Source: an optimization exercise on an open RTL-to-GDS flow (aim: small area, a short achievable clock period and few clock cycles). Production flows keep margins and buffers that such runs may drop. Function was checked by simulation only, so behaviour that the tests miss may differ from the original.

rev 12:
==> module ysyx_040066_Div, before the edit <==
module ysyx_040066_Div(
    input clk,rst,
    input [63:0] src1_in,
    input [63:0] src2_in,
    input is_w,
    input [1:0] ALUctr_in,
    input in_valid,
    output reg in_ready,
    output reg out_valid,
    output [63:0] result
);
    wire div_signed = ~ALUctr_in[0];
    wire [63:0] src1 = {is_w ? {32{src1_in[31] & div_signed}} : src1_in[63:32], src1_in[31:0]};
    wire [63:0] src2 = {is_w ? {32{src2_in[31] & div_signed}} : src2_in[63:32], src2_in[31:0]};
    wire sx = src1[63] & div_signed;
    wire sy = src2[63] & div_signed;
    reg [63:0] Ain;     
    reg [63:0] Bin;     
    reg xs_i, ys_i, al_i;
    reg iv;             
    reg sv;             
    reg [5:0] cnt_i;    
    reg qz_i;           
    wire [6:0] za, zb;
    lzc64 u_lza(.x(Ain), .z(za));
    lzc64 u_lzb(.x(Bin), .z(zb));
    wire [7:0] s_diff = {1'b0, zb} - {1'b0, za} + {7'b0, xs_i};
    wire b_zero = zb[6] & ~ys_i;          
    reg st_iter, st_post, first;
    reg [63:0] R;       
    reg [63:0] Q;       
    reg [63:0] D;       
    reg [5:0] count;
    reg xs, ys, aluctr, qz;
    wire handoff = iv & sv & ~st_iter;
    wire accept = in_ready & in_valid;
    wire [63:0] a_abs = Ain + {63'b0, xs_i};
    wire [63:0] d_sh = ~((Bin << cnt_i) | ({64{ys_i}} >> (7'd64 - {1'b0, cnt_i})));
    wire [63:0] Dh = {1'b1, D[63:1]};
    wire [63:0] t1, t2, t3;
    wire c1, c2, c3o;
    ks64 u_add1(.a(R), .b(D), .cin(~ys), .s(t1), .cout(c1));
    ks64 u_add2(.a(R), .b(Dh), .cin(~ys), .s(t2), .cout(c2));
    wire [63:0] cs_s = R ^ D ^ Dh;
    wire [64:0] cs_c = {(R & D) | (R & Dh) | (D & Dh), ~ys};
    ks64 u_add3(.a(cs_s), .b(cs_c[63:0]), .cin(~ys), .s(t3), .cout(c3o));
    wire c3 = cs_c[64] & c3o;
    wire q1 = c1;
    wire q0 = c1 ? c3 : c2;
    wire last = st_iter & (count[5:1] == 5'd0);
    wire single = last & ~count[0];
    wire [63:0] r_next = single ? (c1 ? t1 : R) :
                         q1 ? (q0 ? t3 : t1) : (q0 ? t2 : R);
    wire [63:0] q_base = first ? 64'b0 : Q;
    wire [63:0] q_next = single ? {q_base[62:0], c1} : {q_base[61:0], q1, q0};
    wire do_neg = aluctr ? xs : (xs ^ ys);
    wire [63:0] sel = aluctr ? R : (Q & {64{~qz}});
    wire [63:0] res = (sel ^ {64{do_neg}}) + {63'b0, do_neg};
    wire iv_n = accept | (iv & ~handoff);
    wire sv_n = iv & ~handoff;
    wire st_iter_n = (st_iter & ~last) | (handoff & ~qz_i);
    wire st_post_n = last | (handoff & qz_i);
    always @(posedge clk) begin
        if (rst) begin
            iv <= 1'b0; sv <= 1'b0;
            st_iter <= 1'b0; st_post <= 1'b0;
            in_ready <= 1'b1;
            out_valid <= 1'b0;
        end else begin
            iv <= iv_n; sv <= sv_n;
            st_iter <= st_iter_n; st_post <= st_post_n;
            in_ready <= ~iv_n | (sv_n & ~st_iter_n);
            out_valid <= st_post;
        end
    end
    always @(posedge clk) begin
        if (accept) begin
            Ain <= src1 ^ {64{sx}};
            Bin <= src2 ^ {64{sy}};
            xs_i <= sx;
            ys_i <= sy;
            al_i <= ALUctr_in[1];
        end
        if (iv & ~sv) begin
            cnt_i <= (b_zero | s_diff[6]) ? 6'd63 : s_diff[5:0];
            qz_i <= s_diff[7];
        end
        if (handoff) begin
            R <= a_abs;
            D <= d_sh;
            count <= cnt_i;
            xs <= xs_i;
            ys <= ys_i;
            aluctr <= al_i;
            qz <= qz_i;
            first <= 1'b1;
        end else if (st_iter) begin
            R <= r_next;
            D <= {2'b11, D[63:2]};
            count <= count - 6'd2;
            first <= 1'b0;
        end
        if (st_iter) Q <= q_next;
        else if (st_post) Q <= res;
    end
    assign result = Q;
endmodule
clock: 7.5 ns
lec_check: 0
cap_margin: 20
core_margin: 2
core_utilization: 45
setup_slack_margin: 4
slew_margin: 20
run.sh (not shown) runs the stock make flow with config.mk's settings and CLKGATE_MAP_FILE= SYNTH_SCRIPT=/design/flow/synth_recipe.tcl, a recipe that flattens the netlist after the stock synthesis.
Testbench counts of rev 12, summed over its fixed seeds: cycles 21,173.
> inputs changed (rev 12 -> rev 13)
--- a/flow/design.v
+++ b/flow/design.v
@@ -79,9 +79,8 @@
     reg xs_i, ys_i, al_i;
     reg iv;             
     reg sv;             
     reg [5:0] cnt_i;    
-    reg qz_i;           
     wire [6:0] za, zb;
     lzc64 u_lza(.x(Ain), .z(za));
     lzc64 u_lzb(.x(Bin), .z(zb));
     wire [7:0] s_diff = {1'b0, zb} - {1'b0, za} + {7'b0, xs_i};
@@ -89,11 +88,14 @@
     reg st_iter, st_post, first;
     reg [63:0] R;       
     reg [63:0] Q;       
     reg [63:0] D;       
+    reg [63:0] OUT;     
     reg [5:0] count;
-    reg xs, ys, aluctr, qz;
-    wire handoff = iv & sv & ~st_iter;
+    reg xs, ys, aluctr, neg_f;
+    wire last = st_iter & (count[5:1] == 5'd0);
+    wire single = last & ~count[0];
+    wire handoff = iv & sv & (~st_iter | last);
     wire accept = in_ready & in_valid;
     wire [63:0] a_abs = Ain + {63'b0, xs_i};
     wire [63:0] d_sh = ~((Bin << cnt_i) | ({64{ys_i}} >> (7'd64 - {1'b0, cnt_i})));
     wire [63:0] Dh = {1'b1, D[63:1]};
@@ -106,31 +108,29 @@
     ks64 u_add3(.a(cs_s), .b(cs_c[63:0]), .cin(~ys), .s(t3), .cout(c3o));
     wire c3 = cs_c[64] & c3o;
     wire q1 = c1;
     wire q0 = c1 ? c3 : c2;
-    wire last = st_iter & (count[5:1] == 5'd0);
-    wire single = last & ~count[0];
     wire [63:0] r_next = single ? (c1 ? t1 : R) :
                          q1 ? (q0 ? t3 : t1) : (q0 ? t2 : R);
     wire [63:0] q_base = first ? 64'b0 : Q;
     wire [63:0] q_next = single ? {q_base[62:0], c1} : {q_base[61:0], q1, q0};
     wire do_neg = aluctr ? xs : (xs ^ ys);
-    wire [63:0] sel = aluctr ? R : (Q & {64{~qz}});
-    wire [63:0] res = (sel ^ {64{do_neg}}) + {63'b0, do_neg};
+    wire [63:0] res = (Q ^ {64{neg_f}}) + {63'b0, neg_f};
     wire iv_n = accept | (iv & ~handoff);
     wire sv_n = iv & ~handoff;
-    wire st_iter_n = (st_iter & ~last) | (handoff & ~qz_i);
-    wire st_post_n = last | (handoff & qz_i);
+    wire st_iter_n = (st_iter & ~last) | handoff;
+    wire [5:0] count_n = handoff ? cnt_i : count - 6'd2;
+    wire last_n = st_iter_n & (count_n[5:1] == 5'd0);
     always @(posedge clk) begin
         if (rst) begin
             iv <= 1'b0; sv <= 1'b0;
             st_iter <= 1'b0; st_post <= 1'b0;
             in_ready <= 1'b1;
             out_valid <= 1'b0;
         end else begin
             iv <= iv_n; sv <= sv_n;
-            st_iter <= st_iter_n; st_post <= st_post_n;
-            in_ready <= ~iv_n | (sv_n & ~st_iter_n);
+            st_iter <= st_iter_n; st_post <= last;
+            in_ready <= ~iv_n | (sv_n & (~st_iter_n | last_n));
             out_valid <= st_post;
         end
     end
     always @(posedge clk) begin
@@ -140,28 +140,22 @@
             xs_i <= sx;
             ys_i <= sy;
             al_i <= ALUctr_in[1];
         end
-        if (iv & ~sv) begin
-            cnt_i <= (b_zero | s_diff[6]) ? 6'd63 : s_diff[5:0];
-            qz_i <= s_diff[7];
-        end
+        if (iv & ~sv) cnt_i <= (s_diff[7] & ~b_zero) ? 6'd0 : (b_zero | s_diff[6]) ? 6'd63 : s_diff[5:0];
         if (handoff) begin
-            R <= a_abs;
-            D <= d_sh;
-            count <= cnt_i;
             xs <= xs_i;
             ys <= ys_i;
             aluctr <= al_i;
-            qz <= qz_i;
-            first <= 1'b1;
-        end else if (st_iter) begin
-            R <= r_next;
-            D <= {2'b11, D[63:2]};
-            count <= count - 6'd2;
-            first <= 1'b0;
         end
-        if (st_iter) Q <= q_next;
-        else if (st_post) Q <= res;
+        if (last) neg_f <= do_neg;
     end
-    assign result = Q;
+    always @(posedge clk) begin
+        R <= handoff ? a_abs : r_next;
+        D <= handoff ? d_sh : {2'b11, D[63:2]};
+        count <= count_n;
+        first <= handoff;
+        Q <= (last & aluctr) ? r_next : q_next;
+        OUT <= res;
+    end
+    assign result = OUT;
 endmodule
## What came out
- Rev 13 against rev 12: cell area went down; synthesis-to-layout area growth went down.
- In rev 13 the number of buffers created by CTS turned out 5 higher than in rev 12.
- Cmp rev 13 vs rev 12: insertion delay of the later-clocked pin in the worst-skew pair higher in rev 13
- Time the final worst path needs with I/O delays and setup: rev 13 vs rev 12 up 63 ps
Testbench counts of rev 13, summed over its fixed seeds: cycles 19,182.

## re-timing with driven ports
Ports are ideal in the flow. The routed layouts listed here were re-timed in OpenROAD. Step 1: set_driving_cell puts a clkbuf_16 on clk and a buf_2 on each other input, an assumption about the parent block. Step 2 moves the port delays by t, midway between the first and last clock arrival at a register: inputs arrive t later, outputs are due t later. That takes back most of the time a late clock gives input paths. Slacks: no drivers / after step 1 / after step 2; pairs: no drivers / after step 1.
run	t (ns)	setup WS [ns]	slew at the worst register clock pin (ns)	pins driven straight from the clock port
rev 12	0.690	3.235 / 3.235 / 3.235	0.07 / 0.07	1
rev 13	0.704	3.172 / 3.172 / 3.172	0.07 / 0.07	1
After both steps every run listed still meets setup and hold.
